This is an optimization exercise on Yosys and OpenROAD, whose aim is small area and a short achievable clock period, not a production implementation. The RTL was checked by simulation tests, not by an equivalence proof against the original design.

## design/flow/flow/run.sh

```bash
#!/bin/bash
# Standard layout (the standard flow's synthesis, clock and constraints) with two changes
# to how the layout is optimised:
#  - timing repair is asked to leave extra setup slack, so the resizer keeps
#    improving paths beyond what the 42 ns clock requires;
#  - the input/output port buffers are buf_2 instead of the default choice.
set -euo pipefail
bash standard.sh SETUP_SLACK_MARGIN=23 "BUFFER_PORTS_ARGS=-buffer_cell sky130_fd_sc_hd__buf_2" finish > orfs_flow.log 2>&1
```

## design/flow/standard.sh

```bash
#!/bin/bash
# synth_recipe.tcl (not shown) runs the flow's synth.tcl, then flattens the netlist and writes it again
# the make line also repeats each setting of config.mk as NAME=value (left out here)
make -C /OpenROAD-flow-scripts/flow DESIGN_CONFIG=/design/flow/config.mk WORK_HOME=/design/flow/orfs CLKGATE_MAP_FILE= SYNTH_SCRIPT=/design/flow/synth_recipe.tcl "${@:-finish}"
```

## design/flow/config.mk

```make
export PLATFORM = sky130hd
export DESIGN_NAME = pr2_cpu
export DESIGN_NICKNAME = pr2_cpu
export VERILOG_FILES = /design/flow/design.v
export SDC_FILE = /design/flow/constraint.sdc
export NUM_CORES = 4
export LEC_CHECK = 0
export ABC_AREA = 1
export CAP_MARGIN = 20
export CORE_MARGIN = 2
export CORE_UTILIZATION = 40
export CTS_BUF_LIST = sky130_fd_sc_hd__clkbuf_8
export SLEW_MARGIN = 20
```

## design/flow/constraint.sdc

```tcl
create_clock -name core_clock -period 42.0 [get_ports {clk}]
set_input_delay 8.4000 -clock core_clock [delete_from_list [all_inputs] [get_ports {clk}]]
set_output_delay 8.4000 -clock core_clock [all_outputs]
set_load 0.01 [all_outputs]
```

## design/flow/design.v

```verilog
module mul16 (
	input  logic [15:0] a, b,
	output logic [31:0] p
);
	logic one0, two0, neg0;
	logic e1;
	logic e2;
	logic e3;
	logic e4;
	logic e5;
	logic e6;
	logic e7;
	logic e8;
	logic e9;
	logic e10;
	logic e11;
	logic e12;
	logic e13;
	logic e14;
	logic e15;
	logic e16;
	logic e17;
	logic ns18;
	logic one1, two1, neg1;
	logic e19;
	logic e20;
	logic e21;
	logic e22;
	logic e23;
	logic e24;
	logic e25;
	logic e26;
	logic e27;
	logic e28;
	logic e29;
	logic e30;
	logic e31;
	logic e32;
	logic e33;
	logic e34;
	logic e35;
	logic ns36;
	logic one2, two2, neg2;
	logic e37;
	logic e38;
	logic e39;
	logic e40;
	logic e41;
	logic e42;
	logic e43;
	logic e44;
	logic e45;
	logic e46;
	logic e47;
	logic e48;
	logic e49;
	logic e50;
	logic e51;
	logic e52;
	logic e53;
	logic ns54;
	logic one3, two3, neg3;
	logic e55;
	logic e56;
	logic e57;
	logic e58;
	logic e59;
	logic e60;
	logic e61;
	logic e62;
	logic e63;
	logic e64;
	logic e65;
	logic e66;
	logic e67;
	logic e68;
	logic e69;
	logic e70;
	logic e71;
	logic ns72;
	logic one4, two4, neg4;
	logic e73;
	logic e74;
	logic e75;
	logic e76;
	logic e77;
	logic e78;
	logic e79;
	logic e80;
	logic e81;
	logic e82;
	logic e83;
	logic e84;
	logic e85;
	logic e86;
	logic e87;
	logic e88;
	logic e89;
	logic ns90;
	logic one5, two5, neg5;
	logic e91;
	logic e92;
	logic e93;
	logic e94;
	logic e95;
	logic e96;
	logic e97;
	logic e98;
	logic e99;
	logic e100;
	logic e101;
	logic e102;
	logic e103;
	logic e104;
	logic e105;
	logic e106;
	logic e107;
	logic ns108;
	logic one6, two6, neg6;
	logic e109;
	logic e110;
	logic e111;
	logic e112;
	logic e113;
	logic e114;
	logic e115;
	logic e116;
	logic e117;
	logic e118;
	logic e119;
	logic e120;
	logic e121;
	logic e122;
	logic e123;
	logic e124;
	logic e125;
	logic ns126;
	logic one7, two7, neg7;
	logic e127;
	logic e128;
	logic e129;
	logic e130;
	logic e131;
	logic e132;
	logic e133;
	logic e134;
	logic e135;
	logic e136;
	logic e137;
	logic e138;
	logic e139;
	logic e140;
	logic e141;
	logic e142;
	logic e143;
	logic ns144;
	logic e145;
	logic e146;
	logic e147;
	logic e148;
	logic e149;
	logic e150;
	logic e151;
	logic e152;
	logic e153;
	logic e154;
	logic e155;
	logic e156;
	logic e157;
	logic e158;
	logic e159;
	logic e160;
	logic s161;
	logic c162;
	logic s163;
	logic c164;
	logic s165;
	logic c166;
	logic s167;
	logic c168;
	logic s169;
	logic c170;
	logic s171;
	logic c172;
	logic s173;
	logic c174;
	logic s175;
	logic c176;
	logic s177;
	logic c178;
	logic s179;
	logic c180;
	logic s181;
	logic c182;
	logic s183;
	logic c184;
	logic s185;
	logic c186;
	logic s187;
	logic c188;
	logic s189;
	logic c190;
	logic s191;
	logic c192;
	logic s193;
	logic c194;
	logic s195;
	logic c196;
	logic s197;
	logic c198;
	logic s199;
	logic c200;
	logic s201;
	logic c202;
	logic s203;
	logic c204;
	logic s205;
	logic c206;
	logic s207;
	logic c208;
	logic s209;
	logic c210;
	logic s211;
	logic c212;
	logic s213;
	logic c214;
	logic s215;
	logic c216;
	logic s217;
	logic c218;
	logic s219;
	logic c220;
	logic s221;
	logic c222;
	logic s223;
	logic c224;
	logic s225;
	logic c226;
	logic s227;
	logic c228;
	logic s229;
	logic c230;
	logic s231;
	logic c232;
	logic s233;
	logic c234;
	logic s235;
	logic c236;
	logic s237;
	logic c238;
	logic s239;
	logic c240;
	logic s241;
	logic c242;
	logic s243;
	logic c244;
	logic s245;
	logic c246;
	logic s247;
	logic c248;
	logic s249;
	logic c250;
	logic s251;
	logic c252;
	logic s253;
	logic c254;
	logic s255;
	logic c256;
	logic s257;
	logic c258;
	logic s259;
	logic c260;
	logic s261;
	logic c262;
	logic s263;
	logic c264;
	logic s265;
	logic c266;
	logic s267;
	logic c268;
	logic s269;
	logic c270;
	logic s271;
	logic c272;
	logic s273;
	logic c274;
	logic s275;
	logic c276;
	logic s277;
	logic c278;
	logic s279;
	logic c280;
	logic s281;
	logic c282;
	logic s283;
	logic c284;
	logic s285;
	logic c286;
	logic s287;
	logic c288;
	logic s289;
	logic c290;
	logic s291;
	logic c292;
	logic s293;
	logic c294;
	logic s295;
	logic c296;
	logic s297;
	logic c298;
	logic s299;
	logic c300;
	logic s301;
	logic c302;
	logic s303;
	logic c304;
	logic s305;
	logic c306;
	logic s307;
	logic c308;
	logic s309;
	logic c310;
	logic s311;
	logic c312;
	logic s313;
	logic c314;
	logic s315;
	logic c316;
	logic s317;
	logic c318;
	logic s319;
	logic c320;
	logic s321;
	logic c322;
	logic s323;
	logic c324;
	logic s325;
	logic c326;
	logic s327;
	logic c328;
	logic s329;
	logic c330;
	logic s331;
	logic c332;
	logic s333;
	logic c334;
	logic s335;
	logic c336;
	logic s337;
	logic c338;
	logic s339;
	logic c340;
	logic s341;
	logic c342;
	logic s343;
	logic c344;
	logic s345;
	logic c346;
	logic s347;
	logic c348;
	logic s349;
	logic c350;
	logic s351;
	logic c352;
	logic s353;
	logic c354;
	logic s355;
	logic c356;
	logic s357;
	logic c358;
	logic s359;
	logic c360;
	logic s361;
	logic c362;
	logic s363;
	logic c364;
	logic s365;
	logic c366;
	logic s367;
	logic c368;
	logic s369;
	logic c370;
	logic s371;
	logic c372;
	logic s373;
	logic c374;
	logic s375;
	logic c376;
	logic s377;
	logic c378;
	logic s379;
	logic c380;
	logic s381;
	logic c382;
	logic s383;
	logic c384;
	logic s385;
	logic c386;
	logic s387;
	logic c388;
	logic s389;
	logic c390;
	logic s391;
	logic c392;
	logic s393;
	logic c394;
	logic s395;
	logic c396;
	logic s397;
	logic c398;
	logic s399;
	logic c400;
	logic s401;
	logic c402;
	logic s403;
	logic c404;
	logic s405;
	logic c406;
	logic s407;
	logic c408;
	logic s409;
	logic c410;
	logic s411;
	logic c412;
	logic s413;
	logic c414;
	logic s415;
	logic c416;
	logic s417;
	logic c418;
	logic s419;
	logic c420;
	logic s421;
	logic c422;
	logic s423;
	logic c424;
	logic s425;
	logic c426;
	logic s427;
	logic c428;
	logic s429;
	logic c430;
	logic s431;
	logic c432;
	logic s433;
	logic c434;
	logic s435;
	logic c436;
	logic s437;
	logic c438;
	logic s439;
	logic c440;
	logic s441;
	logic c442;
	logic s443;
	logic c444;
	logic s445;
	logic c446;
	logic s447;
	logic c448;
	logic s449;
	logic c450;
	logic s451;
	logic c452;
	logic s453;
	logic c454;
	logic s455;
	logic c456;
	logic s457;
	logic c458;
	logic s459;
	logic c460;
	logic s461;
	logic c462;
	logic s463;
	logic c464;
	logic s465;
	logic c466;
	logic s467;
	logic c468;
	logic s469;
	logic c470;
	logic s471;
	logic c472;
	logic s473;
	logic c474;
	logic s475;
	logic c476;
	logic s477;
	logic c478;
	logic s479;
	logic c480;
	logic s481;
	logic c482;
	logic s483;
	logic c484;
	logic s485;
	logic c486;
	logic s487;
	logic c488;
	logic s489;
	logic c490;
	logic s491;
	logic c492;
	assign one0 = b[0] ^ 1'b0;
	assign two0 = (b[1] & ~b[0] & ~1'b0) | (~b[1] & b[0] & 1'b0);
	assign neg0 = b[1];
	assign e1 = ((one0 & a[0])) ^ neg0;
	assign e2 = ((one0 & a[1]) | (two0 & a[0])) ^ neg0;
	assign e3 = ((one0 & a[2]) | (two0 & a[1])) ^ neg0;
	assign e4 = ((one0 & a[3]) | (two0 & a[2])) ^ neg0;
	assign e5 = ((one0 & a[4]) | (two0 & a[3])) ^ neg0;
	assign e6 = ((one0 & a[5]) | (two0 & a[4])) ^ neg0;
	assign e7 = ((one0 & a[6]) | (two0 & a[5])) ^ neg0;
	assign e8 = ((one0 & a[7]) | (two0 & a[6])) ^ neg0;
	assign e9 = ((one0 & a[8]) | (two0 & a[7])) ^ neg0;
	assign e10 = ((one0 & a[9]) | (two0 & a[8])) ^ neg0;
	assign e11 = ((one0 & a[10]) | (two0 & a[9])) ^ neg0;
	assign e12 = ((one0 & a[11]) | (two0 & a[10])) ^ neg0;
	assign e13 = ((one0 & a[12]) | (two0 & a[11])) ^ neg0;
	assign e14 = ((one0 & a[13]) | (two0 & a[12])) ^ neg0;
	assign e15 = ((one0 & a[14]) | (two0 & a[13])) ^ neg0;
	assign e16 = ((one0 & a[15]) | (two0 & a[14])) ^ neg0;
	assign e17 = ((two0 & a[15])) ^ neg0;
	assign ns18 = ~neg0;
	assign one1 = b[2] ^ b[1];
	assign two1 = (b[3] & ~b[2] & ~b[1]) | (~b[3] & b[2] & b[1]);
	assign neg1 = b[3];
	assign e19 = ((one1 & a[0])) ^ neg1;
	assign e20 = ((one1 & a[1]) | (two1 & a[0])) ^ neg1;
	assign e21 = ((one1 & a[2]) | (two1 & a[1])) ^ neg1;
	assign e22 = ((one1 & a[3]) | (two1 & a[2])) ^ neg1;
	assign e23 = ((one1 & a[4]) | (two1 & a[3])) ^ neg1;
	assign e24 = ((one1 & a[5]) | (two1 & a[4])) ^ neg1;
	assign e25 = ((one1 & a[6]) | (two1 & a[5])) ^ neg1;
	assign e26 = ((one1 & a[7]) | (two1 & a[6])) ^ neg1;
	assign e27 = ((one1 & a[8]) | (two1 & a[7])) ^ neg1;
	assign e28 = ((one1 & a[9]) | (two1 & a[8])) ^ neg1;
	assign e29 = ((one1 & a[10]) | (two1 & a[9])) ^ neg1;
	assign e30 = ((one1 & a[11]) | (two1 & a[10])) ^ neg1;
	assign e31 = ((one1 & a[12]) | (two1 & a[11])) ^ neg1;
	assign e32 = ((one1 & a[13]) | (two1 & a[12])) ^ neg1;
	assign e33 = ((one1 & a[14]) | (two1 & a[13])) ^ neg1;
	assign e34 = ((one1 & a[15]) | (two1 & a[14])) ^ neg1;
	assign e35 = ((two1 & a[15])) ^ neg1;
	assign ns36 = ~neg1;
	assign one2 = b[4] ^ b[3];
	assign two2 = (b[5] & ~b[4] & ~b[3]) | (~b[5] & b[4] & b[3]);
	assign neg2 = b[5];
	assign e37 = ((one2 & a[0])) ^ neg2;
	assign e38 = ((one2 & a[1]) | (two2 & a[0])) ^ neg2;
	assign e39 = ((one2 & a[2]) | (two2 & a[1])) ^ neg2;
	assign e40 = ((one2 & a[3]) | (two2 & a[2])) ^ neg2;
	assign e41 = ((one2 & a[4]) | (two2 & a[3])) ^ neg2;
	assign e42 = ((one2 & a[5]) | (two2 & a[4])) ^ neg2;
	assign e43 = ((one2 & a[6]) | (two2 & a[5])) ^ neg2;
	assign e44 = ((one2 & a[7]) | (two2 & a[6])) ^ neg2;
	assign e45 = ((one2 & a[8]) | (two2 & a[7])) ^ neg2;
	assign e46 = ((one2 & a[9]) | (two2 & a[8])) ^ neg2;
	assign e47 = ((one2 & a[10]) | (two2 & a[9])) ^ neg2;
	assign e48 = ((one2 & a[11]) | (two2 & a[10])) ^ neg2;
	assign e49 = ((one2 & a[12]) | (two2 & a[11])) ^ neg2;
	assign e50 = ((one2 & a[13]) | (two2 & a[12])) ^ neg2;
	assign e51 = ((one2 & a[14]) | (two2 & a[13])) ^ neg2;
	assign e52 = ((one2 & a[15]) | (two2 & a[14])) ^ neg2;
	assign e53 = ((two2 & a[15])) ^ neg2;
	assign ns54 = ~neg2;
	assign one3 = b[6] ^ b[5];
	assign two3 = (b[7] & ~b[6] & ~b[5]) | (~b[7] & b[6] & b[5]);
	assign neg3 = b[7];
	assign e55 = ((one3 & a[0])) ^ neg3;
	assign e56 = ((one3 & a[1]) | (two3 & a[0])) ^ neg3;
	assign e57 = ((one3 & a[2]) | (two3 & a[1])) ^ neg3;
	assign e58 = ((one3 & a[3]) | (two3 & a[2])) ^ neg3;
	assign e59 = ((one3 & a[4]) | (two3 & a[3])) ^ neg3;
	assign e60 = ((one3 & a[5]) | (two3 & a[4])) ^ neg3;
	assign e61 = ((one3 & a[6]) | (two3 & a[5])) ^ neg3;
	assign e62 = ((one3 & a[7]) | (two3 & a[6])) ^ neg3;
	assign e63 = ((one3 & a[8]) | (two3 & a[7])) ^ neg3;
	assign e64 = ((one3 & a[9]) | (two3 & a[8])) ^ neg3;
	assign e65 = ((one3 & a[10]) | (two3 & a[9])) ^ neg3;
	assign e66 = ((one3 & a[11]) | (two3 & a[10])) ^ neg3;
	assign e67 = ((one3 & a[12]) | (two3 & a[11])) ^ neg3;
	assign e68 = ((one3 & a[13]) | (two3 & a[12])) ^ neg3;
	assign e69 = ((one3 & a[14]) | (two3 & a[13])) ^ neg3;
	assign e70 = ((one3 & a[15]) | (two3 & a[14])) ^ neg3;
	assign e71 = ((two3 & a[15])) ^ neg3;
	assign ns72 = ~neg3;
	assign one4 = b[8] ^ b[7];
	assign two4 = (b[9] & ~b[8] & ~b[7]) | (~b[9] & b[8] & b[7]);
	assign neg4 = b[9];
	assign e73 = ((one4 & a[0])) ^ neg4;
	assign e74 = ((one4 & a[1]) | (two4 & a[0])) ^ neg4;
	assign e75 = ((one4 & a[2]) | (two4 & a[1])) ^ neg4;
	assign e76 = ((one4 & a[3]) | (two4 & a[2])) ^ neg4;
	assign e77 = ((one4 & a[4]) | (two4 & a[3])) ^ neg4;
	assign e78 = ((one4 & a[5]) | (two4 & a[4])) ^ neg4;
	assign e79 = ((one4 & a[6]) | (two4 & a[5])) ^ neg4;
	assign e80 = ((one4 & a[7]) | (two4 & a[6])) ^ neg4;
	assign e81 = ((one4 & a[8]) | (two4 & a[7])) ^ neg4;
	assign e82 = ((one4 & a[9]) | (two4 & a[8])) ^ neg4;
	assign e83 = ((one4 & a[10]) | (two4 & a[9])) ^ neg4;
	assign e84 = ((one4 & a[11]) | (two4 & a[10])) ^ neg4;
	assign e85 = ((one4 & a[12]) | (two4 & a[11])) ^ neg4;
	assign e86 = ((one4 & a[13]) | (two4 & a[12])) ^ neg4;
	assign e87 = ((one4 & a[14]) | (two4 & a[13])) ^ neg4;
	assign e88 = ((one4 & a[15]) | (two4 & a[14])) ^ neg4;
	assign e89 = ((two4 & a[15])) ^ neg4;
	assign ns90 = ~neg4;
	assign one5 = b[10] ^ b[9];
	assign two5 = (b[11] & ~b[10] & ~b[9]) | (~b[11] & b[10] & b[9]);
	assign neg5 = b[11];
	assign e91 = ((one5 & a[0])) ^ neg5;
	assign e92 = ((one5 & a[1]) | (two5 & a[0])) ^ neg5;
	assign e93 = ((one5 & a[2]) | (two5 & a[1])) ^ neg5;
	assign e94 = ((one5 & a[3]) | (two5 & a[2])) ^ neg5;
	assign e95 = ((one5 & a[4]) | (two5 & a[3])) ^ neg5;
	assign e96 = ((one5 & a[5]) | (two5 & a[4])) ^ neg5;
	assign e97 = ((one5 & a[6]) | (two5 & a[5])) ^ neg5;
	assign e98 = ((one5 & a[7]) | (two5 & a[6])) ^ neg5;
	assign e99 = ((one5 & a[8]) | (two5 & a[7])) ^ neg5;
	assign e100 = ((one5 & a[9]) | (two5 & a[8])) ^ neg5;
	assign e101 = ((one5 & a[10]) | (two5 & a[9])) ^ neg5;
	assign e102 = ((one5 & a[11]) | (two5 & a[10])) ^ neg5;
	assign e103 = ((one5 & a[12]) | (two5 & a[11])) ^ neg5;
	assign e104 = ((one5 & a[13]) | (two5 & a[12])) ^ neg5;
	assign e105 = ((one5 & a[14]) | (two5 & a[13])) ^ neg5;
	assign e106 = ((one5 & a[15]) | (two5 & a[14])) ^ neg5;
	assign e107 = ((two5 & a[15])) ^ neg5;
	assign ns108 = ~neg5;
	assign one6 = b[12] ^ b[11];
	assign two6 = (b[13] & ~b[12] & ~b[11]) | (~b[13] & b[12] & b[11]);
	assign neg6 = b[13];
	assign e109 = ((one6 & a[0])) ^ neg6;
	assign e110 = ((one6 & a[1]) | (two6 & a[0])) ^ neg6;
	assign e111 = ((one6 & a[2]) | (two6 & a[1])) ^ neg6;
	assign e112 = ((one6 & a[3]) | (two6 & a[2])) ^ neg6;
	assign e113 = ((one6 & a[4]) | (two6 & a[3])) ^ neg6;
	assign e114 = ((one6 & a[5]) | (two6 & a[4])) ^ neg6;
	assign e115 = ((one6 & a[6]) | (two6 & a[5])) ^ neg6;
	assign e116 = ((one6 & a[7]) | (two6 & a[6])) ^ neg6;
	assign e117 = ((one6 & a[8]) | (two6 & a[7])) ^ neg6;
	assign e118 = ((one6 & a[9]) | (two6 & a[8])) ^ neg6;
	assign e119 = ((one6 & a[10]) | (two6 & a[9])) ^ neg6;
	assign e120 = ((one6 & a[11]) | (two6 & a[10])) ^ neg6;
	assign e121 = ((one6 & a[12]) | (two6 & a[11])) ^ neg6;
	assign e122 = ((one6 & a[13]) | (two6 & a[12])) ^ neg6;
	assign e123 = ((one6 & a[14]) | (two6 & a[13])) ^ neg6;
	assign e124 = ((one6 & a[15]) | (two6 & a[14])) ^ neg6;
	assign e125 = ((two6 & a[15])) ^ neg6;
	assign ns126 = ~neg6;
	assign one7 = b[14] ^ b[13];
	assign two7 = (b[15] & ~b[14] & ~b[13]) | (~b[15] & b[14] & b[13]);
	assign neg7 = b[15];
	assign e127 = ((one7 & a[0])) ^ neg7;
	assign e128 = ((one7 & a[1]) | (two7 & a[0])) ^ neg7;
	assign e129 = ((one7 & a[2]) | (two7 & a[1])) ^ neg7;
	assign e130 = ((one7 & a[3]) | (two7 & a[2])) ^ neg7;
	assign e131 = ((one7 & a[4]) | (two7 & a[3])) ^ neg7;
	assign e132 = ((one7 & a[5]) | (two7 & a[4])) ^ neg7;
	assign e133 = ((one7 & a[6]) | (two7 & a[5])) ^ neg7;
	assign e134 = ((one7 & a[7]) | (two7 & a[6])) ^ neg7;
	assign e135 = ((one7 & a[8]) | (two7 & a[7])) ^ neg7;
	assign e136 = ((one7 & a[9]) | (two7 & a[8])) ^ neg7;
	assign e137 = ((one7 & a[10]) | (two7 & a[9])) ^ neg7;
	assign e138 = ((one7 & a[11]) | (two7 & a[10])) ^ neg7;
	assign e139 = ((one7 & a[12]) | (two7 & a[11])) ^ neg7;
	assign e140 = ((one7 & a[13]) | (two7 & a[12])) ^ neg7;
	assign e141 = ((one7 & a[14]) | (two7 & a[13])) ^ neg7;
	assign e142 = ((one7 & a[15]) | (two7 & a[14])) ^ neg7;
	assign e143 = ((two7 & a[15])) ^ neg7;
	assign ns144 = ~neg7;
	assign e145 = a[0] & b[15];
	assign e146 = a[1] & b[15];
	assign e147 = a[2] & b[15];
	assign e148 = a[3] & b[15];
	assign e149 = a[4] & b[15];
	assign e150 = a[5] & b[15];
	assign e151 = a[6] & b[15];
	assign e152 = a[7] & b[15];
	assign e153 = a[8] & b[15];
	assign e154 = a[9] & b[15];
	assign e155 = a[10] & b[15];
	assign e156 = a[11] & b[15];
	assign e157 = a[12] & b[15];
	assign e158 = a[13] & b[15];
	assign e159 = a[14] & b[15];
	assign e160 = a[15] & b[15];
	assign s161 = ns18 ^ e34;
	assign c162 = ns18 & e34;
	assign s163 = e35 ^ e51;
	assign c164 = e35 & e51;
	assign s165 = e11 ^ e27;
	assign c166 = e11 & e27;
	assign s167 = e12 ^ e28;
	assign c168 = e12 & e28;
	assign s169 = e13 ^ e29 ^ e45;
	assign c170 = (e13 & e29) | (e13 & e45) | (e29 & e45);
	assign s171 = e61 ^ e77;
	assign c172 = e61 & e77;
	assign s173 = e14 ^ e30 ^ e46;
	assign c174 = (e14 & e30) | (e14 & e46) | (e30 & e46);
	assign s175 = e62 ^ e78;
	assign c176 = e62 & e78;
	assign s177 = e15 ^ e31 ^ e47;
	assign c178 = (e15 & e31) | (e15 & e47) | (e31 & e47);
	assign s179 = e63 ^ e79 ^ e95;
	assign c180 = (e63 & e79) | (e63 & e95) | (e79 & e95);
	assign s181 = e111 ^ e127;
	assign c182 = e111 & e127;
	assign s183 = e16 ^ e32 ^ e48;
	assign c184 = (e16 & e32) | (e16 & e48) | (e32 & e48);
	assign s185 = e64 ^ e80 ^ e96;
	assign c186 = (e64 & e80) | (e64 & e96) | (e80 & e96);
	assign s187 = e112 ^ e128;
	assign c188 = e112 & e128;
	assign s189 = e17 ^ e33 ^ e49;
	assign c190 = (e17 & e33) | (e17 & e49) | (e33 & e49);
	assign s191 = e65 ^ e81 ^ e97;
	assign c192 = (e65 & e81) | (e65 & e97) | (e81 & e97);
	assign s193 = e113 ^ e129 ^ e145;
	assign c194 = (e113 & e129) | (e113 & e145) | (e129 & e145);
	assign s195 = s161 ^ e50 ^ e66;
	assign c196 = (s161 & e50) | (s161 & e66) | (e50 & e66);
	assign s197 = e82 ^ e98 ^ e114;
	assign c198 = (e82 & e98) | (e82 & e114) | (e98 & e114);
	assign s199 = e130 ^ e146 ^ 1'b1;
	assign c200 = (e130 & e146) | (e130 & 1'b1) | (e146 & 1'b1);
	assign s201 = c162 ^ s163 ^ e67;
	assign c202 = (c162 & s163) | (c162 & e67) | (s163 & e67);
	assign s203 = e83 ^ e99 ^ e115;
	assign c204 = (e83 & e99) | (e83 & e115) | (e99 & e115);
	assign s205 = e131 ^ e147 ^ 1'b1;
	assign c206 = (e131 & e147) | (e131 & 1'b1) | (e147 & 1'b1);
	assign s207 = c164 ^ ns36 ^ e52;
	assign c208 = (c164 & ns36) | (c164 & e52) | (ns36 & e52);
	assign s209 = e68 ^ e84 ^ e100;
	assign c210 = (e68 & e84) | (e68 & e100) | (e84 & e100);
	assign s211 = e116 ^ e132 ^ e148;
	assign c212 = (e116 & e132) | (e116 & e148) | (e132 & e148);
	assign s213 = e53 ^ e69 ^ e85;
	assign c214 = (e53 & e69) | (e53 & e85) | (e69 & e85);
	assign s215 = e101 ^ e117 ^ e133;
	assign c216 = (e101 & e117) | (e101 & e133) | (e117 & e133);
	assign s217 = e149 ^ 1'b1;
	assign c218 = e149 & 1'b1;
	assign s219 = ns54 ^ e70 ^ e86;
	assign c220 = (ns54 & e70) | (ns54 & e86) | (e70 & e86);
	assign s221 = e102 ^ e118 ^ e134;
	assign c222 = (e102 & e118) | (e102 & e134) | (e118 & e134);
	assign s223 = e71 ^ e87 ^ e103;
	assign c224 = (e71 & e87) | (e71 & e103) | (e87 & e103);
	assign s225 = e119 ^ e135;
	assign c226 = e119 & e135;
	assign s227 = ns72 ^ e88 ^ e104;
	assign c228 = (ns72 & e88) | (ns72 & e104) | (e88 & e104);
	assign s229 = e89 ^ e105;
	assign c230 = e89 & e105;
	assign s231 = e7 ^ e23;
	assign c232 = e7 & e23;
	assign s233 = e8 ^ e24;
	assign c234 = e8 & e24;
	assign s235 = e9 ^ e25 ^ e41;
	assign c236 = (e9 & e25) | (e9 & e41) | (e25 & e41);
	assign s237 = e57 ^ e73;
	assign c238 = e57 & e73;
	assign s239 = e10 ^ e26 ^ e42;
	assign c240 = (e10 & e26) | (e10 & e42) | (e26 & e42);
	assign s241 = e58 ^ e74;
	assign c242 = e58 & e74;
	assign s243 = s165 ^ e43 ^ e59;
	assign c244 = (s165 & e43) | (s165 & e59) | (e43 & e59);
	assign s245 = e75 ^ e91 ^ neg5;
	assign c246 = (e75 & e91) | (e75 & neg5) | (e91 & neg5);
	assign s247 = c166 ^ s167 ^ e44;
	assign c248 = (c166 & s167) | (c166 & e44) | (s167 & e44);
	assign s249 = e60 ^ e76 ^ e92;
	assign c250 = (e60 & e76) | (e60 & e92) | (e76 & e92);
	assign s251 = c168 ^ s169 ^ s171;
	assign c252 = (c168 & s169) | (c168 & s171) | (s169 & s171);
	assign s253 = e93 ^ e109 ^ neg6;
	assign c254 = (e93 & e109) | (e93 & neg6) | (e109 & neg6);
	assign s255 = c170 ^ c172 ^ s173;
	assign c256 = (c170 & c172) | (c170 & s173) | (c172 & s173);
	assign s257 = s175 ^ e94 ^ e110;
	assign c258 = (s175 & e94) | (s175 & e110) | (e94 & e110);
	assign s259 = c174 ^ c176 ^ s177;
	assign c260 = (c174 & c176) | (c174 & s177) | (c176 & s177);
	assign s261 = s179 ^ s181 ^ neg7;
	assign c262 = (s179 & s181) | (s179 & neg7) | (s181 & neg7);
	assign s263 = c178 ^ c180 ^ c182;
	assign c264 = (c178 & c180) | (c178 & c182) | (c180 & c182);
	assign s265 = s183 ^ s185 ^ s187;
	assign c266 = (s183 & s185) | (s183 & s187) | (s185 & s187);
	assign s267 = c184 ^ c186 ^ c188;
	assign c268 = (c184 & c186) | (c184 & c188) | (c186 & c188);
	assign s269 = s189 ^ s191 ^ s193;
	assign c270 = (s189 & s191) | (s189 & s193) | (s191 & s193);
	assign s271 = c190 ^ c192 ^ c194;
	assign c272 = (c190 & c192) | (c190 & c194) | (c192 & c194);
	assign s273 = s195 ^ s197 ^ s199;
	assign c274 = (s195 & s197) | (s195 & s199) | (s197 & s199);
	assign s275 = c196 ^ c198 ^ c200;
	assign c276 = (c196 & c198) | (c196 & c200) | (c198 & c200);
	assign s277 = s201 ^ s203 ^ s205;
	assign c278 = (s201 & s203) | (s201 & s205) | (s203 & s205);
	assign s279 = c202 ^ c204 ^ c206;
	assign c280 = (c202 & c204) | (c202 & c206) | (c204 & c206);
	assign s281 = s207 ^ s209 ^ s211;
	assign c282 = (s207 & s209) | (s207 & s211) | (s209 & s211);
	assign s283 = c208 ^ c210 ^ c212;
	assign c284 = (c208 & c210) | (c208 & c212) | (c210 & c212);
	assign s285 = s213 ^ s215 ^ s217;
	assign c286 = (s213 & s215) | (s213 & s217) | (s215 & s217);
	assign s287 = c214 ^ c216 ^ c218;
	assign c288 = (c214 & c216) | (c214 & c218) | (c216 & c218);
	assign s289 = s219 ^ s221 ^ e150;
	assign c290 = (s219 & s221) | (s219 & e150) | (s221 & e150);
	assign s291 = c220 ^ c222 ^ s223;
	assign c292 = (c220 & c222) | (c220 & s223) | (c222 & s223);
	assign s293 = s225 ^ e151 ^ 1'b1;
	assign c294 = (s225 & e151) | (s225 & 1'b1) | (e151 & 1'b1);
	assign s295 = c224 ^ c226 ^ s227;
	assign c296 = (c224 & c226) | (c224 & s227) | (c226 & s227);
	assign s297 = e120 ^ e136 ^ e152;
	assign c298 = (e120 & e136) | (e120 & e152) | (e136 & e152);
	assign s299 = c228 ^ s229 ^ e121;
	assign c300 = (c228 & s229) | (c228 & e121) | (s229 & e121);
	assign s301 = e137 ^ e153 ^ 1'b1;
	assign c302 = (e137 & e153) | (e137 & 1'b1) | (e153 & 1'b1);
	assign s303 = c230 ^ ns90 ^ e106;
	assign c304 = (c230 & ns90) | (c230 & e106) | (ns90 & e106);
	assign s305 = e122 ^ e138 ^ e154;
	assign c306 = (e122 & e138) | (e122 & e154) | (e138 & e154);
	assign s307 = e107 ^ e123 ^ e139;
	assign c308 = (e107 & e123) | (e107 & e139) | (e123 & e139);
	assign s309 = e155 ^ 1'b1;
	assign c310 = e155 & 1'b1;
	assign s311 = ns108 ^ e124 ^ e140;
	assign c312 = (ns108 & e124) | (ns108 & e140) | (e124 & e140);
	assign s313 = e125 ^ e141;
	assign c314 = e125 & e141;
	assign s315 = e5 ^ e21;
	assign c316 = e5 & e21;
	assign s317 = e6 ^ e22;
	assign c318 = e6 & e22;
	assign s319 = s231 ^ e39 ^ e55;
	assign c320 = (s231 & e39) | (s231 & e55) | (e39 & e55);
	assign s321 = c232 ^ s233 ^ e40;
	assign c322 = (c232 & s233) | (c232 & e40) | (s233 & e40);
	assign s323 = c234 ^ s235 ^ s237;
	assign c324 = (c234 & s235) | (c234 & s237) | (s235 & s237);
	assign s325 = c236 ^ c238 ^ s239;
	assign c326 = (c236 & c238) | (c236 & s239) | (c238 & s239);
	assign s327 = c240 ^ c242 ^ s243;
	assign c328 = (c240 & c242) | (c240 & s243) | (c242 & s243);
	assign s329 = c244 ^ c246 ^ s247;
	assign c330 = (c244 & c246) | (c244 & s247) | (c246 & s247);
	assign s331 = c248 ^ c250 ^ s251;
	assign c332 = (c248 & c250) | (c248 & s251) | (c250 & s251);
	assign s333 = c252 ^ c254 ^ s255;
	assign c334 = (c252 & c254) | (c252 & s255) | (c254 & s255);
	assign s335 = c256 ^ c258 ^ s259;
	assign c336 = (c256 & c258) | (c256 & s259) | (c258 & s259);
	assign s337 = c260 ^ c262 ^ s263;
	assign c338 = (c260 & c262) | (c260 & s263) | (c262 & s263);
	assign s339 = c264 ^ c266 ^ s267;
	assign c340 = (c264 & c266) | (c264 & s267) | (c266 & s267);
	assign s341 = c268 ^ c270 ^ s271;
	assign c342 = (c268 & c270) | (c268 & s271) | (c270 & s271);
	assign s343 = c272 ^ c274 ^ s275;
	assign c344 = (c272 & c274) | (c272 & s275) | (c274 & s275);
	assign s345 = c276 ^ c278 ^ s279;
	assign c346 = (c276 & c278) | (c276 & s279) | (c278 & s279);
	assign s347 = c280 ^ c282 ^ s283;
	assign c348 = (c280 & c282) | (c280 & s283) | (c282 & s283);
	assign s349 = c284 ^ c286 ^ s287;
	assign c350 = (c284 & c286) | (c284 & s287) | (c286 & s287);
	assign s351 = c288 ^ c290 ^ s291;
	assign c352 = (c288 & c290) | (c288 & s291) | (c290 & s291);
	assign s353 = c292 ^ c294 ^ s295;
	assign c354 = (c292 & c294) | (c292 & s295) | (c294 & s295);
	assign s355 = c296 ^ c298 ^ s299;
	assign c356 = (c296 & c298) | (c296 & s299) | (c298 & s299);
	assign s357 = c300 ^ c302 ^ s303;
	assign c358 = (c300 & c302) | (c300 & s303) | (c302 & s303);
	assign s359 = c304 ^ c306 ^ s307;
	assign c360 = (c304 & c306) | (c304 & s307) | (c306 & s307);
	assign s361 = c308 ^ c310 ^ s311;
	assign c362 = (c308 & c310) | (c308 & s311) | (c310 & s311);
	assign s363 = c312 ^ s313 ^ e157;
	assign c364 = (c312 & s313) | (c312 & e157) | (s313 & e157);
	assign s365 = c314 ^ ns126 ^ e142;
	assign c366 = (c314 & ns126) | (c314 & e142) | (ns126 & e142);
	assign s367 = e143 ^ e159;
	assign c368 = e143 & e159;
	assign s369 = e3 ^ e19;
	assign c370 = e3 & e19;
	assign s371 = e4 ^ e20;
	assign c372 = e4 & e20;
	assign s373 = s315 ^ e37 ^ neg2;
	assign c374 = (s315 & e37) | (s315 & neg2) | (e37 & neg2);
	assign s375 = c316 ^ s317 ^ e38;
	assign c376 = (c316 & s317) | (c316 & e38) | (s317 & e38);
	assign s377 = c318 ^ s319 ^ neg3;
	assign c378 = (c318 & s319) | (c318 & neg3) | (s319 & neg3);
	assign s379 = c320 ^ s321 ^ e56;
	assign c380 = (c320 & s321) | (c320 & e56) | (s321 & e56);
	assign s381 = c322 ^ s323 ^ neg4;
	assign c382 = (c322 & s323) | (c322 & neg4) | (s323 & neg4);
	assign s383 = c324 ^ s325 ^ s241;
	assign c384 = (c324 & s325) | (c324 & s241) | (s325 & s241);
	assign s385 = c326 ^ s327 ^ s245;
	assign c386 = (c326 & s327) | (c326 & s245) | (s327 & s245);
	assign s387 = c328 ^ s329 ^ s249;
	assign c388 = (c328 & s329) | (c328 & s249) | (s329 & s249);
	assign s389 = c330 ^ s331 ^ s253;
	assign c390 = (c330 & s331) | (c330 & s253) | (s331 & s253);
	assign s391 = c332 ^ s333 ^ s257;
	assign c392 = (c332 & s333) | (c332 & s257) | (s333 & s257);
	assign s393 = c334 ^ s335 ^ s261;
	assign c394 = (c334 & s335) | (c334 & s261) | (s335 & s261);
	assign s395 = c336 ^ s337 ^ s265;
	assign c396 = (c336 & s337) | (c336 & s265) | (s337 & s265);
	assign s397 = c338 ^ s339 ^ s269;
	assign c398 = (c338 & s339) | (c338 & s269) | (s339 & s269);
	assign s399 = c340 ^ s341 ^ s273;
	assign c400 = (c340 & s341) | (c340 & s273) | (s341 & s273);
	assign s401 = c342 ^ s343 ^ s277;
	assign c402 = (c342 & s343) | (c342 & s277) | (s343 & s277);
	assign s403 = c344 ^ s345 ^ s281;
	assign c404 = (c344 & s345) | (c344 & s281) | (s345 & s281);
	assign s405 = c346 ^ s347 ^ s285;
	assign c406 = (c346 & s347) | (c346 & s285) | (s347 & s285);
	assign s407 = c348 ^ s349 ^ s289;
	assign c408 = (c348 & s349) | (c348 & s289) | (s349 & s289);
	assign s409 = c350 ^ s351 ^ s293;
	assign c410 = (c350 & s351) | (c350 & s293) | (s351 & s293);
	assign s411 = c352 ^ s353 ^ s297;
	assign c412 = (c352 & s353) | (c352 & s297) | (s353 & s297);
	assign s413 = c354 ^ s355 ^ s301;
	assign c414 = (c354 & s355) | (c354 & s301) | (s355 & s301);
	assign s415 = c356 ^ s357 ^ s305;
	assign c416 = (c356 & s357) | (c356 & s305) | (s357 & s305);
	assign s417 = c358 ^ s359 ^ s309;
	assign c418 = (c358 & s359) | (c358 & s309) | (s359 & s309);
	assign s419 = c360 ^ s361 ^ e156;
	assign c420 = (c360 & s361) | (c360 & e156) | (s361 & e156);
	assign s421 = c362 ^ s363 ^ 1'b1;
	assign c422 = (c362 & s363) | (c362 & 1'b1) | (s363 & 1'b1);
	assign s423 = c364 ^ s365 ^ e158;
	assign c424 = (c364 & s365) | (c364 & e158) | (s365 & e158);
	assign s425 = c366 ^ s367 ^ 1'b1;
	assign c426 = (c366 & s367) | (c366 & 1'b1) | (s367 & 1'b1);
	assign s427 = c368 ^ ns144 ^ e160;
	assign c428 = (c368 & ns144) | (c368 & e160) | (ns144 & e160);
	assign s429 = e1 ^ neg0;
	assign c430 = e1 & neg0;
	assign s431 = e2 ^ c430;
	assign c432 = e2 & c430;
	assign s433 = s369 ^ neg1 ^ c432;
	assign c434 = (s369 & neg1) | (s369 & c432) | (neg1 & c432);
	assign s435 = c370 ^ s371 ^ c434;
	assign c436 = (c370 & s371) | (c370 & c434) | (s371 & c434);
	assign s437 = c372 ^ s373 ^ c436;
	assign c438 = (c372 & s373) | (c372 & c436) | (s373 & c436);
	assign s439 = c374 ^ s375 ^ c438;
	assign c440 = (c374 & s375) | (c374 & c438) | (s375 & c438);
	assign s441 = c376 ^ s377 ^ c440;
	assign c442 = (c376 & s377) | (c376 & c440) | (s377 & c440);
	assign s443 = c378 ^ s379 ^ c442;
	assign c444 = (c378 & s379) | (c378 & c442) | (s379 & c442);
	assign s445 = c380 ^ s381 ^ c444;
	assign c446 = (c380 & s381) | (c380 & c444) | (s381 & c444);
	assign s447 = c382 ^ s383 ^ c446;
	assign c448 = (c382 & s383) | (c382 & c446) | (s383 & c446);
	assign s449 = c384 ^ s385 ^ c448;
	assign c450 = (c384 & s385) | (c384 & c448) | (s385 & c448);
	assign s451 = c386 ^ s387 ^ c450;
	assign c452 = (c386 & s387) | (c386 & c450) | (s387 & c450);
	assign s453 = c388 ^ s389 ^ c452;
	assign c454 = (c388 & s389) | (c388 & c452) | (s389 & c452);
	assign s455 = c390 ^ s391 ^ c454;
	assign c456 = (c390 & s391) | (c390 & c454) | (s391 & c454);
	assign s457 = c392 ^ s393 ^ c456;
	assign c458 = (c392 & s393) | (c392 & c456) | (s393 & c456);
	assign s459 = c394 ^ s395 ^ c458;
	assign c460 = (c394 & s395) | (c394 & c458) | (s395 & c458);
	assign s461 = c396 ^ s397 ^ c460;
	assign c462 = (c396 & s397) | (c396 & c460) | (s397 & c460);
	assign s463 = c398 ^ s399 ^ c462;
	assign c464 = (c398 & s399) | (c398 & c462) | (s399 & c462);
	assign s465 = c400 ^ s401 ^ c464;
	assign c466 = (c400 & s401) | (c400 & c464) | (s401 & c464);
	assign s467 = c402 ^ s403 ^ c466;
	assign c468 = (c402 & s403) | (c402 & c466) | (s403 & c466);
	assign s469 = c404 ^ s405 ^ c468;
	assign c470 = (c404 & s405) | (c404 & c468) | (s405 & c468);
	assign s471 = c406 ^ s407 ^ c470;
	assign c472 = (c406 & s407) | (c406 & c470) | (s407 & c470);
	assign s473 = c408 ^ s409 ^ c472;
	assign c474 = (c408 & s409) | (c408 & c472) | (s409 & c472);
	assign s475 = c410 ^ s411 ^ c474;
	assign c476 = (c410 & s411) | (c410 & c474) | (s411 & c474);
	assign s477 = c412 ^ s413 ^ c476;
	assign c478 = (c412 & s413) | (c412 & c476) | (s413 & c476);
	assign s479 = c414 ^ s415 ^ c478;
	assign c480 = (c414 & s415) | (c414 & c478) | (s415 & c478);
	assign s481 = c416 ^ s417 ^ c480;
	assign c482 = (c416 & s417) | (c416 & c480) | (s417 & c480);
	assign s483 = c418 ^ s419 ^ c482;
	assign c484 = (c418 & s419) | (c418 & c482) | (s419 & c482);
	assign s485 = c420 ^ s421 ^ c484;
	assign c486 = (c420 & s421) | (c420 & c484) | (s421 & c484);
	assign s487 = c422 ^ s423 ^ c486;
	assign c488 = (c422 & s423) | (c422 & c486) | (s423 & c486);
	assign s489 = c424 ^ s425 ^ c488;
	assign c490 = (c424 & s425) | (c424 & c488) | (s425 & c488);
	assign s491 = c426 ^ s427 ^ c490;
	assign c492 = (c426 & s427) | (c426 & c490) | (s427 & c490);
	assign p[0] = s429;
	assign p[1] = s431;
	assign p[2] = s433;
	assign p[3] = s435;
	assign p[4] = s437;
	assign p[5] = s439;
	assign p[6] = s441;
	assign p[7] = s443;
	assign p[8] = s445;
	assign p[9] = s447;
	assign p[10] = s449;
	assign p[11] = s451;
	assign p[12] = s453;
	assign p[13] = s455;
	assign p[14] = s457;
	assign p[15] = s459;
	assign p[16] = s461;
	assign p[17] = s463;
	assign p[18] = s465;
	assign p[19] = s467;
	assign p[20] = s469;
	assign p[21] = s471;
	assign p[22] = s473;
	assign p[23] = s475;
	assign p[24] = s477;
	assign p[25] = s479;
	assign p[26] = s481;
	assign p[27] = s483;
	assign p[28] = s485;
	assign p[29] = s487;
	assign p[30] = s489;
	assign p[31] = s491;
endmodule
module div_steps #(parameter int JHI = 15, parameter int JLO = 0) (
	input  logic [15:0]      r_in,
	input  logic [JHI:JLO]   a,
	input  logic [15:0]      b,
	output logic [15:0]      r_out,
	output logic [JHI:JLO]   q
);
	logic [15:0] rr [JLO:JHI+1];
	assign rr[JHI+1] = r_in;
	for (genvar j = JHI; j >= JLO; j--) begin : st
		localparam int W = 16 - j;
		logic [W-1:0] t, d;
		logic         bo, hz;
		if (W == 1) begin : w1
			assign t = a[j];
		end else begin : wn
			assign t = {rr[j+1][W-2:0], a[j]};
		end
		assign {bo, d} = {1'b0, t} - {1'b0, b[W-1:0]};
		if (W == 16) begin : hz16
			assign hz = 1'b1;
		end else begin : hzn
			assign hz = ~|b[15:W];
		end
		assign q[j] = hz & ~bo;
		if (W == 16) begin : o16
			assign rr[j] = q[j] ? d : t;
		end else begin : on
			assign rr[j] = {{(16-W){1'b0}}, q[j] ? d : t};
		end
	end
	assign r_out = rr[JLO];
endmodule
module pr2_cpu(
	input  logic        clk,
	input  logic        rst,
	output logic [5:0]  pc,
	input  logic [17:0] instr,
	output logic [4:0]  dmem_addr,
	output logic [15:0] dmem_wdata,
	output logic        dmem_we,
	input  logic [15:0] dmem_rdata,
	input  logic        init_en,
	input  logic [3:0]  init_addr,
	input  logic [3:0]  init_data,
	input  logic [3:0]  dbg_addr,
	output logic [15:0] dbg_data
	);
	localparam int DK = 7;    
	logic [5:0] op;
	logic [3:0] rs, rt, rd;
	assign op = instr[17:12];
	assign rs = instr[11:8];
	assign rt = instr[7:4];
	assign rd = instr[3:0];
	logic cJ, cB1, cB2, cM, cI, cR, jump;
	assign cJ  = (op[5:1] == 5'b00000);    
	assign cB1 = (op[5:1] == 5'b00001);    
	assign cB2 = (op[5:2] == 4'b0001);     
	assign cM  = (op[5:3] == 3'b001);      
	assign cI  = (op[5:4] == 2'b01);       
	assign cR  = op[5];                    
	assign jump = cJ | (op[5:2] == 4'b1000);
	logic [15:0] regs [16];
	logic [15:0] RD1, RD2, WD;
	logic [3:0]  WA;
	assign RD1 = regs[rs];
	assign RD2 = regs[rt];
	assign dbg_data = regs[dbg_addr];
	for (genvar k = 0; k < 16; k++) begin : rf
		always_ff @(posedge clk)
			if (WA == k) regs[k] <= WD;
	end
	logic [15:0] SignImm, ZeroImm, CompImm, opb;
	assign SignImm = {{12{rd[3]}}, rd};
	assign ZeroImm = {12'b0, rd};
	assign CompImm = op[1] ? (op[0] ? {~rd, 12'hFFF} : {8'b0, rd, 4'b0}) : {4'b0, rd, 8'b0};
	assign opb = cR ? RD2 : ((op[2] & cI) ? ((op[3] | (op[0] & op[1])) ? CompImm : ZeroImm) : SignImm);
	logic [3:0]  F;
	logic [15:0] g, sum, lg, alu_out;
	logic        cout, ovs, slt;
	assign F = (op[3] & op[2]) ? 4'b0101 : op[3:0];
	assign g = F[1] ? ~opb : opb;
	assign {cout, sum} = {1'b0, RD1} + {1'b0, g} + {16'b0, F[1]};
	assign ovs = (sum[15] ^ RD1[15]) & ~(RD1[15] ^ g[15]);
	assign slt = F[0] ? ~cout : (ovs ? cout : sum[15]);
	always_comb
		case (F[1:0])
			2'b00: lg = RD1 & opb;
			2'b01: lg = RD1 | opb;
			2'b10: lg = RD1 ^ opb;
			default: lg = ~(RD1 | opb);
		endcase
	assign alu_out = F[2] ? lg : (F[3] ? {15'b0, slt} : sum);
	logic [15:0] sh_in, sh_r, sh_out, sh_s0, sh_s1, sh_s2;
	logic        sh_left, sh_fill;
	assign sh_left = (op[1:0] == 2'b00);
	assign sh_fill = op[1] & RD2[15];
	for (genvar i = 0; i < 16; i++) begin : rv
		assign sh_in[i] = sh_left ? RD2[15-i] : RD2[i];
		assign sh_out[i] = sh_left ? sh_r[15-i] : sh_r[i];
	end
	assign sh_s0 = RD1[0] ? {sh_fill, sh_in[15:1]} : sh_in;
	assign sh_s1 = RD1[1] ? {{2{sh_fill}}, sh_s0[15:2]} : sh_s0;
	assign sh_s2 = RD1[2] ? {{4{sh_fill}}, sh_s1[15:4]} : sh_s1;
	assign sh_r  = RD1[3] ? {{8{sh_fill}}, sh_s2[15:8]} : sh_s2;
	localparam logic [1:0] MD_RES = 2'd0, MD_MUL = 2'd1, MD_DIV = 2'd2;
	logic [1:0]  mode;
	logic [15:0] hr, lr, xr;
	logic [15:0] fH, fL, mH, mL, dR, dQl;
	logic [31:0] prod;
	mul16 mul (.a(hr), .b(lr), .p(prod));
	div_steps #(.JHI(15-DK), .JLO(0)) div2 (
		.r_in(hr), .a(lr[15:DK]), .b(xr), .r_out(dR), .q(dQl[15-DK:0]));
	assign dQl[15:16-DK] = lr[DK-1:0];
	always_comb
		case (mode)
			MD_MUL: begin fH = prod[31:16]; fL = prod[15:0]; end
			MD_DIV: begin fH = dR; fL = dQl; end
			default: begin fH = hr; fL = lr; end
		endcase
	logic [15:0] d1R;
	logic [15:16-DK] d1Q;
	div_steps #(.JHI(15), .JLO(16-DK)) div1 (
		.r_in(16'b0), .a(RD1[15:16-DK]), .b(RD2), .r_out(d1R), .q(d1Q));
	always_ff @(posedge clk) begin
		if (op[2]) begin
			if (op[0]) begin
				mode <= MD_RES; hr <= RD1; lr <= RD1;
			end else if (op[1]) begin
				mode <= MD_DIV; hr <= d1R; lr <= {RD1[15-DK:0], d1Q}; xr <= RD2;
			end else begin
				mode <= MD_MUL; hr <= RD1; lr <= RD2;
			end
		end else if (op[0]) begin
			mode <= MD_RES;
			if (op[1]) begin hr <= fH; lr <= RD1; end
			else       begin hr <= RD1; lr <= fL; end
		end
	end
	logic [15:0] mul_out;
	assign mul_out = op[1] ? fL : fH;
	logic [15:0] R_out;
	always_comb
		if (cI | (cR & op[4]))       R_out = alu_out;
		else if (cR & ~op[3])        R_out = sh_out;
		else if (cR)                 R_out = mul_out;
		else                         R_out = 16'b0;
	logic [5:0]  addr6;
	logic [15:0] MOut, ld, bsel;
	assign addr6 = RD1[5:0] + SignImm[5:0];
	assign MOut = dmem_rdata;
	assign dmem_addr = addr6[5:1];
	assign dmem_we = op[2] & cM;
	assign dmem_wdata = op[0] ? RD2 : (addr6[0] ? {RD2[7:0], MOut[15:8]} : {MOut[15:8], RD2[7:0]});
	assign bsel = addr6[0] ? {8'b0, MOut[15:8]} : {8'b0, MOut[7:0]};
	assign ld = op[0] ? MOut : {{8{bsel[7] & ~op[1]}}, bsel[7:0]};
	logic [5:0] pc1, pc_next;
	logic       taken, eq, lez;
	assign pc1 = pc + 6'd1;
	assign eq  = (RD1 == RD2);
	assign lez = RD1[15] | (RD1 == 16'b0);
	assign taken = (cB1 & (op[0] ^ RD1[15])) |
	               (cB2 & (op[0] ^ (op[1] ? lez : eq)));
	assign pc_next = taken ? (pc1 + SignImm[5:0]) : (jump ? (cR ? RD1[5:0] : instr[5:0]) : pc1);
	always_ff @(posedge clk)
		if (rst) pc <= 6'd0;
		else if (!init_en) pc <= pc_next;
	always_comb begin
		if (init_en) begin
			WA = init_addr;
			WD = {12'b0, init_data};
		end else begin
			WA = jump ? 4'd15 : (cR ? rd : rt);
			WD = cM ? ld : ((jump & op[0]) ? {10'b0, pc1} : R_out);
		end
	end
endmodule
```

==> impl_results.md, run 1 <==
- Clock latency at the later pin of the worst-skew pair: 0.70 ns
- Worst slew pin tran: 1.181 ns
- 1st-iter DRT viols: 5218
- Synth warn: 6
- Slew Limit Headroom: 0.2118
- Final hold vios: 0
- Total GRT Usage: 0.3432
- Unique masters post-synth: 55
- GP Congestion: 1.045
- Grt total ovfl: 0
- Startpoint types: input pin
- Post-synth EDFFs: 306
- Wire per inst: 25.98 um
- Total iterations of the first detailed-routing run: 6
- DRC violations left: 0
- Syn avg cell area: 7.403 um2
- Final core utilization: 0.4684
- Cell taking the most area after synthesis: edfxtp_1
- Status: finished clean
- TritonCTS sink count: 312
- Clock period minus worst slack: 19.70 ns
- Clock Skew: 0.08080 ns
- # setup viols final: 0
- Layout cells sized above 1: 0.1337
- Setup TNS: 0 ns
- Post-DP Area: 37120 um2
- Filler cells: 8810
- Min Hold Slack: 0.5875 ns
- Final Max Tran Viols: 0
- FP Rows: 108
- Vias in the first global route: 35270
- Fin nets: 5344
- Crit path arrival time: 11.30 ns
- Number of antenna violations at the first check in global routing: 4
- CTS root buf: clkbuf_8
- CP required: 33.60 ns
- Sequential share of the synthesized area: 0.2662
- Seq cells post-synth: 312
- Fin area: 40630 um2
- Core box area: 86750 um2
- DRT antenna net count: 0
- I/O pin cnt: 93
- Die W: 299.7 um
- Hold Path Class: reg -> reg
- CTS H-tree lvls: 2
- R2R setup slack: 24.43 ns
- Port bufs: 92
- Max clock buf depth: 3
- Asr flop ratio synth: 0
- Die height: 299.7 um
- Crit-path max FO: 5
- Ranking of synthesized cells by area: edfxtp_1 26%, nand2_1 12%, fa_1 8.4%, ha_1 7.9%, inv_1 6.9%
- CP Class: in -> out
- Pin count of the biggest net entering global routing: 41
- Area growth syn-to-layout: 16.21%
- Reg clk slew, reported paths: 0.06 ns
- Starting Density: 0.4030
- Max Clock Freq: 50.77 MHz
- Setup crit end kind: output pin
- Global-route wire length before repair: 231400 um
- Hpwl dp: 114800 um
- Post-Syn Nets: 5140
- TritonCTS Buffers: 50
- Final period util: 0.4689
- Via Count: 37670
- Synth Cell Area: 34960 um2
- Main synth FF type: edfxtp_1
- DRT Wirelength: 159100 um
- Max cap viols: 0
- Synth top area share: 0.2628
- Mapped Cells: 4723
- Vias per cell: 6.151
- RSZ-0062 raised after global routing: true
- CTS tree: done
- Die area: 89790 um2
==> cell type report <==
cell class	instances	area (um2)	share of cell area
repair buffers	317	2561	0.06303
multi-input cells	3544	23410	0.5762
flip-flops and latches	312	9309	0.2291
well taps	1155	1445	0.03557
repair inverters	3	22.52	0.0005543
clock inverters	39	309.0	0.007606
clock buffers	54	743.2	0.01829
inverters	699	2825	0.06953
diodes	2	5.005	0.0001232
==> cell usage after synthesis, types with 41 or more instances <==
cell / n
a21oi_1: 220
a221oi_1: 43
clkbuf_1: 123
edfxtp_1: 306
fa_1: 146
ha_1: 222
inv_1: 645
nand2_1: 1086
nand3_1: 284
nor2_1: 256
nor3_1: 41
o21ai_0: 299
o21ai_1: 46
o221ai_1: 47
o22ai_1: 251
xnor2_1: 43
xor2_1: 222
==> what timing repair did <==
action | CTS | global route
cloned | 7 | 3
endpoints found under the setup margin | 310 | 304
hold endpoints to repair | 0 | 0
resized for setup | 222 | 125
pin swaps | 40 | 34
hold buffers | 0 | 0
buffers inserted | 84 | 33
==> placed cells by master, fill, tap and decap left out, types with 15 or more instances in the layout <==
cell,synthesis,routed
o21ai_1,46,78
nand2_4,0,27
nor2_4,2,20
buf_12,0,16
clkinvlp_4,0,25
o21ai_2,15,20
nor2_1,256,233
nor3_1,41,38
a211oi_1,24,23
nor2_2,10,15
o21ai_0,299,258
nand2_2,18,25
a221oi_1,43,40
o221ai_1,47,47
and2_1,15,15
ha_1,222,219
buf_4,10,189
fa_1,146,145
o2111ai_1,38,35
inv_2,27,30
nand4_1,39,39
buf_2,15,85
xor2_1,222,220
o22ai_1,251,244
xnor2_1,43,43
buf_6,0,21
inv_1,645,618
nand3_1,284,281
nand2_1,1086,1045
o211ai_1,30,30
clkinv_1,27,23
clkbuf_8,0,54
edfxtp_1,306,306
a31oi_1,30,29
a21oi_1,220,214
==> logic make-up after synthesis <==
family          synth area share
compound gates            0.1951
xor+xnor                 0.06638
fa+ha+maj                 0.1633
buf+inv                  0.09490
flops                     0.2662
simple gates              0.2141
==> final timing paths <==
path	from	end	cells past startpoint
max	instr[8]	dmem_addr[4]	22
min	pc[2]	pc[2]	2
max reg2reg	lr[15]	regs[6][3]	97
min reg2reg	pc[2]	pc[2]	2
==> metrics by stage <==
step | setup WS [ns] | instances
floorplan | 22.90 | 4723
global placement | 20.49 | 5903
detailed placement | 20.48 | 5903
CTS | 22.37 | 6087
global route | 22.21 | 6124
finish | 22.30 | 6125
==> layer usage <==
layer,vias to the layer above,global-route usage,wire length [um]
met1,17900,0.4779,64620
met3,505,0.06755,18530
li1,16650,-,-
met5,-,0,0
met2,2613,0.5068,66420
met4,0,0.1712,9551
==> sequential cells by signal, indices dropped and copies added (netlist names) <==
| register | count |
|---|---|
| regs | 256 |
| mode | 2 |
| xr | 16 |
| hr | 16 |
| pc | 6 |
| lr | 16 |
==> worst max-delay path: stages <==
cell and delay, ns:
buf_12 0.12, inv_8 0.03, nand4_1 0.10, buf_6 0.14, buf_4 0.12, o22ai_2 0.08, nor3_4 0.38, nand4_1 0.25
o21ai_4 0.13, buf_12 0.15, inv_8 0.03, buf_12 0.12, ha_4 0.15, a21oi_2 0.12, inv_2 0.05, a31oi_4 0.16
o21ai_2 0.08, a21oi_2 0.15, xor2_1 0.19, xnor2_1 0.14, inv_1 0.05, buf_2 0.13
==> run 2, diff against run 1 <==
--- a/design/flow/flow/run.sh
+++ b/design/flow/flow/run.sh
@@ -7,2 +7,2 @@
 set -euo pipefail
-bash standard.sh SETUP_SLACK_MARGIN=23 "BUFFER_PORTS_ARGS=-buffer_cell sky130_fd_sc_hd__buf_2" finish > orfs_flow.log 2>&1
+bash standard.sh SETUP_SLACK_MARGIN=24 "BUFFER_PORTS_ARGS=-buffer_cell sky130_fd_sc_hd__buf_2" finish > orfs_flow.log 2>&1
--- a/design/flow/config.mk
+++ b/design/flow/config.mk
@@ -12,2 +12,4 @@
 export CTS_BUF_LIST = sky130_fd_sc_hd__clkbuf_8
+export CTS_CLUSTER_SIZE = 30
 export SLEW_MARGIN = 20
+export TNS_END_PERCENT = 10
==> run 2 against run 1 <==
Still clean on timing, DRC and antenna. Routed wire length down 1.4%. Clock-buffer cell count down 4. Design area up 0.53%. Cell count up 0.26%. Non-clock buffer count up 24.
==> impl_results.md, run 2 <==
- Global-route wire length before repair: 226100 um
- DRC violations left: 0
- Final core utilization: 0.4709
- Unique masters post-synth: 55
- FP Rows: 108
- Die W: 299.7 um
- R2R setup slack: 24.72 ns
- Biggest register: regs
- TritonCTS Buffers: 50
- Top sig layer: met4
- Most frequent cells in the layout: 1028 x nand2_1, 628 x inv_1, 306 x edfxtp_1, 281 x nand3_1, 269 x o21ai_0
- # setup viols final: 0
- Hpwl dp: 114300 um
- Sequential share of the synthesized area: 0.2662
- Place WS: 20.91 ns
- RSZ-0062 raised after global routing: true
- Crit-path max FO: 10
- GP Congestion: 1.033
- Min Hold Slack: 0.6055 ns
- Startpoint types: input pin
- Vias in the first global route: 34530
- Wire per inst: 25.56 um
- Met1 wire length: 63580 um
- Fin nets: 5365
- Total GRT Usage: 0.3367
- Synth Cell Area: 34960 um2
- Pin count of the biggest net entering global routing: 41
- Slew Limit Headroom: 0.3043
- Asr flop ratio synth: 0
- DRT Wirelength: 157000 um
- Seq cells post-synth: 312
- Layout cells sized above 1: 0.1398
- Number of antenna violations at the first check in global routing: 2
- Mapped Cells: 4723
- Clock latency at the later pin of the worst-skew pair: 0.69 ns
- Via Count: 37440
- Final hold vios: 0
- Crit path arrival time: 11.24 ns
- Setup TNS: 0 ns
- Ranking of synthesized cells by area: edfxtp_1 26%, nand2_1 12%, fa_1 8.4%, ha_1 7.9%, inv_1 6.9%
- Cell taking the most area after synthesis: edfxtp_1
- CP required: 33.60 ns
- Main synth FF type: edfxtp_1
- Final Max Tran Viols: 0
- WL met2: 65950 um
- Area growth syn-to-layout: 16.83%
- 1st-iter DRT viols: 4872
- Syn avg cell area: 7.403 um2
- CTS H-tree lvls: 2
- Clock period minus worst slack: 19.64 ns
- Final period util: 0.4676
- Vias per cell: 6.097
- Port bufs: 92
- Post-synth EDFFs: 306
- Largest register FFs: 256
- Setup crit end kind: output pin
- Max Clock Freq: 50.92 MHz
- Starting Density: 0.4030
- Die area: 89790 um2
- Commonest non-fill, non-tap cell in the layout: nand2_1
- Total iterations of the first detailed-routing run: 7
- Core box area: 86750 um2
- CP Class: in -> out
- Post-Syn Nets: 5140
- TritonCTS sink count: 312
- Clock Skew: 0.09020 ns
- Filler cells: 8719
- Die height: 299.7 um
- Max cap viols: 0
- Synth top area share: 0.2628
- Synth warn: 6
- Reg clk slew, reported paths: 0.05 ns
- CTS tree: done
- Grt total ovfl: 0
- DRT antenna net count: 0
- Hold Path Class: reg -> reg
- Setup ws final: 22.36 ns
- CTS root buf: clkbuf_8
- Max clock buf depth: 3
- Top-count cell post-synth: nand2_1
- Worst slew pin tran: 1.042 ns
- I/O pin cnt: 93
- Met3 WL post-DR: 17760 um
- Synth cell count leaders: 1086 x nand2_1, 645 x inv_1, 306 x edfxtp_1
- Status: finished clean
[run 2: cell counts after synthesis]
No cell type changed its count.
[run 2: metrics by stage]
| stage | std cells | cell area [um2] |
|---|---|---|
| floorplan | 4723 | 35190 |
| global placement | 5910 | 37180 |
| detailed placement | 5910 | 37190 |
| CTS | 6058 | 39200 |
| global route | 6140 | 40850 |
| finish | 6141 | 40850 |
[run 2: path summary, 6_finish.rpt]
kind                     from      endpoint  depth (start not counted)
hold reg to reg         pc[3]         pc[3]                          4
hold / removal          pc[3]         pc[3]                          4
setup reg to reg        lr[0]   regs[0][15]                         54
setup / recovery  dbg_addr[3]  dbg_data[14]                         10
[run 2: cell type report]
class                           count  area, um2  area share
Tap cell                         1155       1445     0.03538
Clock inverter                     38      284.0    0.006953
Timing Repair Buffer              341       2628     0.06432
Sequential cell                   312       9309      0.2279
Inverter                          699       2795     0.06843
Timing Repair inverter              1      5.005   0.0001225
Multi-Input combinational cell   3543      23690      0.5799
Clock buffer                       50      688.2     0.01685
Antenna cell                        2      5.005   0.0001225
[run 2: timing repair]
action / 4_1_cts / 5_1_grt
hold buffers: 0 / 0
setup endpoints to repair: 310 / 311
gates cloned: 4 / 1
gates resized for setup: 137 / 242
buffers inserted: 56 / 80
pin swaps: 28 / 64
[run 2: cell families after synthesis]
logic type,count (synthesis),synth area share
AND/OR/NAND/NOR,1794,0.2141
AO/OA/AOI/OAI,1114,0.1951
buffers and inverters,869,0.09490
adder cells (fa/ha/maj),369,0.1633
flip-flops,312,0.2662
XOR/XNOR,265,0.06638
[run 2: worst max-delay path, cell delays in order]
cell and delay [ns]:
buf_2 0.12, nor2_1 0.10, buf_4 0.23, inv_1 0.10, nor2_1 0.60, clkinv_1 0.61
o221ai_1 0.36, a2111oi_0 0.10, o211ai_1 0.35, buf_2 0.26
[run 2: layer usage]
metal / vias to the layer above / track usage
met5: - / 0
li1: 16670 / -
met4: 0 / 0.1761
met2: 2538 / 0.4984
met1: 17720 / 0.4661
met3: 513 / 0.06364

==> afterwards: timing with drivers on the ports <==
Ports are ideal in the flow. The routed layouts listed here were re-timed in OpenROAD. Step 1 assumes that a clkbuf_16 drives the clock port and a buf_2 every other input. Step 2 moves the port delays by t, midway between the first and last clock arrival at a register: inputs arrive t later, outputs are due t later. That takes back most of the time a late clock gives input paths. Three values: no drivers, after step 1, after step 2; two values: the first two.
| run | t (ns) | setup slack, ns | worst setup path at the end | latest minus earliest clock arrival (ns) | worst register clock-pin slew, ns |
|---|---|---|---|---|---|
| run 1 | 0.728 | 22.305 / 22.240 / 22.240 | input to output | 0.081 / 0.081 | 0.08 / 0.08 |
| run 2 | 0.706 | 22.360 / 22.341 / 22.341 | input to output | 0.090 / 0.090 | 0.08 / 0.08 |
After both steps setup and hold are still met in every run listed. For run 1, which loses most, drivers alone change the setup slack by -0.065 ns; drivers and shift together by -0.065 ns.
